Background: an optimization exercise with open tools, aiming at small area. Do not read the settings as production practice. Function was checked by simulation only, so behaviour that the tests miss may differ from the original. Power and IR drop assume default switching activity.

==> inputs of quartz <==
==> flow/design.v <==
module stopwatch_topmodule(
    input clk,
    input rst,
    input raw_start_stop,
    input raw_reset,
    output [6:0] seg,
    output [3:0] an,
    output dp
);
localparam [9:0] DB_LOAD = 10'd878;
localparam [9:0] DB_END  = 10'd877;
localparam [9:0] DB_MASK = 10'h37d;
reg [9:0] cnt_s, cnt_r;
reg st_s, st_r;           
reg st_s_d;               
reg running;
wire e_s = raw_start_stop ^ st_s;
wire e_r = raw_reset ^ st_r;
wire end_s = ((cnt_s ^ DB_END) & DB_MASK) == 10'd0;
wire end_r = ((cnt_r ^ DB_END) & DB_MASK) == 10'd0;
always @(posedge clk) begin
    if (rst | ~e_s | end_s)
        cnt_s <= DB_LOAD;
    else
        cnt_s <= {cnt_s[8:0], ~(cnt_s[6] ^ cnt_s[9])};
    if (rst | ~e_r | end_r)
        cnt_r <= DB_LOAD;
    else
        cnt_r <= {cnt_r[8:0], ~(cnt_r[6] ^ cnt_r[9])};
end
always @(posedge clk) begin
    if (rst) begin
        st_s <= 0;
        st_r <= 0;
        running <= 0;
    end else begin
        if (e_s & end_s) st_s <= raw_start_stop;
        if (e_r & end_r) st_r <= raw_reset;
        if (st_s & ~st_s_d) running <= ~running;
    end
    st_s_d <= st_s;    
end
localparam [13:0] TB_LOAD = 14'd2007;
localparam [13:0] TB_END  = 14'd168;
localparam [13:0] TB_MASK = 14'h0fff;
reg [13:0] q;
wire tick = ((q ^ TB_END) & TB_MASK) == 14'd0;
always @(posedge clk) begin
    if (rst | st_r)
        q <= TB_LOAD;
    else
        q <= {q[12:0], ~(q[0] ^ q[13]) ^ tick};
end
localparam [6:0] DS_LOAD = 7'd121;
localparam [6:0] DS_END  = 7'd28;
localparam [6:0] DS_MASK = 7'h3f;
reg [6:0] r;
wire step = ((r ^ DS_END) & DS_MASK) == 7'd0;
always @(posedge clk) begin
    if (rst)
        r <= DS_LOAD;
    else
        r <= {r[5:0], ~(r[0] ^ r[6]) ^ step};
end
reg [3:0] d0, d1, d2;
reg cf;    
reg tf;    
reg [1:0] sel;
reg started;
function [3:0] inc10;
    input [3:0] d;
    inc10 = {(d[3] & ~d[0]) | (d[2] & d[1] & d[0]),
             d[2] ^ (d[1] & d[0]),
             ~d[3] & (d[1] ^ d[0]),
             ~d[0]};
endfunction
wire c0 = tf;
wire c1 = c0 & d0[3] & d0[0];    
wire c2 = c1 & d1[3] & d1[0];    
always @(posedge clk) begin
    cf <= rst | st_r | (cf & ~step);
    tf <= (tick & running) | (tf & ~step);
    if (step & (cf | c0)) d0 <= cf ? 4'd0 : inc10(d0);
    if (step & (cf | c1)) d1 <= cf ? 4'd0 : inc10(d1);
    if (step & (cf | c2)) d2 <= cf ? 4'd0 : inc10(d2);
    if (rst) begin
        sel <= 0;
        started <= 0;
    end else if (step) begin
        sel <= sel + 1'b1;
        started <= 1'b1;
    end
end
reg [3:0] dsel;
always @(*) begin
    case (sel)
        2'd0: dsel = d0;
        2'd1: dsel = d1;
        2'd2: dsel = d2;
        default: dsel = 4'hf;
    endcase
    if (!started) dsel = 4'hf;
end
function [6:0] hex_to_seg;
    input [3:0] num;
    case (num)
        4'h0: hex_to_seg = 7'b1000000;
        4'h1: hex_to_seg = 7'b1111001;
        4'h2: hex_to_seg = 7'b0100100;
        4'h3: hex_to_seg = 7'b0110000;
        4'h4: hex_to_seg = 7'b0011001;
        4'h5: hex_to_seg = 7'b0010010;
        4'h6: hex_to_seg = 7'b0000010;
        4'h7: hex_to_seg = 7'b1111000;
        4'h8: hex_to_seg = 7'b0000000;
        4'h9: hex_to_seg = 7'b0010000;
        default: hex_to_seg = 7'b1111111;
    endcase
endfunction
assign seg = hex_to_seg(dsel);
assign an[0] = ~(started & (sel == 2'd0));
assign an[1] = ~(started & (sel == 2'd1));
assign an[2] = ~(started & (sel == 2'd2));
assign an[3] = ~(started & (sel == 2'd3));
assign dp = an[1];
endmodule
==> flow/run.sh <==
#!/bin/bash
# synth_recipe.tcl (not shown) runs the flow's synth.tcl, then flattens the netlist and writes it again
# the make line also repeats each setting of config.mk as NAME=value (left out here)
make -C /OpenROAD-flow-scripts/flow DESIGN_CONFIG=/design/flow/config.mk WORK_HOME=/design/flow/orfs CLKGATE_MAP_FILE= SYNTH_SCRIPT=/design/flow/synth_recipe.tcl finish
==> flow/config.mk <==
export PLATFORM = sky130hd
export DESIGN_NAME = stopwatch_topmodule
export DESIGN_NICKNAME = stopwatch_topmodule
export VERILOG_FILES = /design/flow/design.v
export SDC_FILE = /design/flow/constraint.sdc
export NUM_CORES = 4
export LEC_CHECK = 0
export CAP_MARGIN = 20
export CORE_MARGIN = 2
export CORE_UTILIZATION = 40
export PLACE_DENSITY = 0.6
export SLEW_MARGIN = 20
==> flow/constraint.sdc <==
create_clock -name core_clock -period 10.0 [get_ports {clk}]
set_input_delay 2.0000 -clock core_clock [delete_from_list [all_inputs] [get_ports {clk}]]
set_output_delay 2.0000 -clock core_clock [all_outputs]
set_load 0.01 [all_outputs]
==> cedar: changes against quartz <==
==> flow/flow/run.sh (new file) <==
#!/bin/bash
# Standard layout, with two changes: the port buffers are the smallest buffer
# cell, and clock tree synthesis uses no dummy loads and a small buffer list.
set -euo pipefail
cd "$(dirname "$0")/.."
cat >> config.mk <<'EOC'
export BUFFER_PORTS_ARGS = -buffer_cell sky130_fd_sc_hd__buf_1
export CTS_ARGS = -sink_clustering_enable -repair_clock_nets -dont_use_dummy_load -root_buf sky130_fd_sc_hd__clkbuf_8 -buf_list sky130_fd_sc_hd__clkbuf_8 -sink_clustering_size 100 -sink_clustering_max_diameter 500
EOC
bash standard.sh > flow_make.log 2>&1
==> flow/standard.sh (new file) <==
#!/bin/bash
# synth_recipe.tcl (not shown) runs the flow's synth.tcl, then flattens the netlist and writes it again
# the make line also repeats each setting of config.mk as NAME=value (left out here)
make -C /OpenROAD-flow-scripts/flow DESIGN_CONFIG=/design/flow/config.mk WORK_HOME=/design/flow/orfs CLKGATE_MAP_FILE= SYNTH_SCRIPT=/design/flow/synth_recipe.tcl "${@:-finish}"
--- a/flow/config.mk
+++ b/flow/config.mk
@@ -11,2 +11,4 @@
 export PLACE_DENSITY = 0.6
 export SLEW_MARGIN = 20
+export BUFFER_PORTS_ARGS = -buffer_cell sky130_fd_sc_hd__buf_1
+export CTS_ARGS = -sink_clustering_enable -repair_clock_nets -dont_use_dummy_load -root_buf sky130_fd_sc_hd__clkbuf_8 -buf_list sky130_fd_sc_hd__clkbuf_8 -sink_clustering_size 100 -sink_clustering_max_diameter 500
removed: flow/run.sh
==> comparison <==
Against cedar, the routed wire length of quartz is higher by about 0.33%.
Between cedar and quartz, the lower via count is in cedar (gap about 2%, measured against quartz).
Sequential power is about the same in cedar and quartz.
Sequential share of layout area: quartz is lower than cedar (3.3 points).
In quartz the clock power is higher than in cedar, by 51%.
==> figures <==
quantity	cedar	quartz
Run status	complete, no violations	complete, no violations
Reported clock group power	0.158 mW	0.238 mW
Worst r2r dst	d2[3]	d2[0]
First-pass GRT wire length	6.55 mm	6.88 mm
Sequential power share	0.605	0.513
Pwr/cell area	168 mW/mm2	185 mW/mm2
Portion of the clock cycle consumed by the worst path in the final layout	0.420	0.456
Per-cell via count in the routed design	4.94	4.95
Fill cells	557	556
Largest stage delay, worst path	410 ps	550 ps
Met2 Track Usage GR	0.177	0.200
Ratio of cells with drive above 1 in the final layout	0.0837	0.105

[afterwards: timing with drivers on the ports]
The flow's constraints put no driver on any port. The routed layouts listed below were extracted and timed again, unchanged, in two steps. Step 1 sets driving cells, clkbuf_16 on the clock port and buf_2 on the other inputs (assumed; they add their load-dependent delay and slew). Step 2 moves the port delays by t, midway between the first and last clock arrival at a register: inputs arrive t later, outputs are due t later. That takes back most of the time a late clock gives input paths. Three values: no drivers, after step 1, after step 2; two values: the first two.
| run | t, ns | setup slack, ns | worst setup path at the end | slew at the worst register clock pin (ns) |
|---|---|---|---|---|
| quartz | 0.351 | 5.436 / 5.412 / 5.764 | register to output | 0.07 / 0.07 |
| cedar | 0.349 | 5.795 / 5.772 / 6.121 | register to output | 0.06 / 0.06 |
After both steps setup and hold are still met in every run listed.
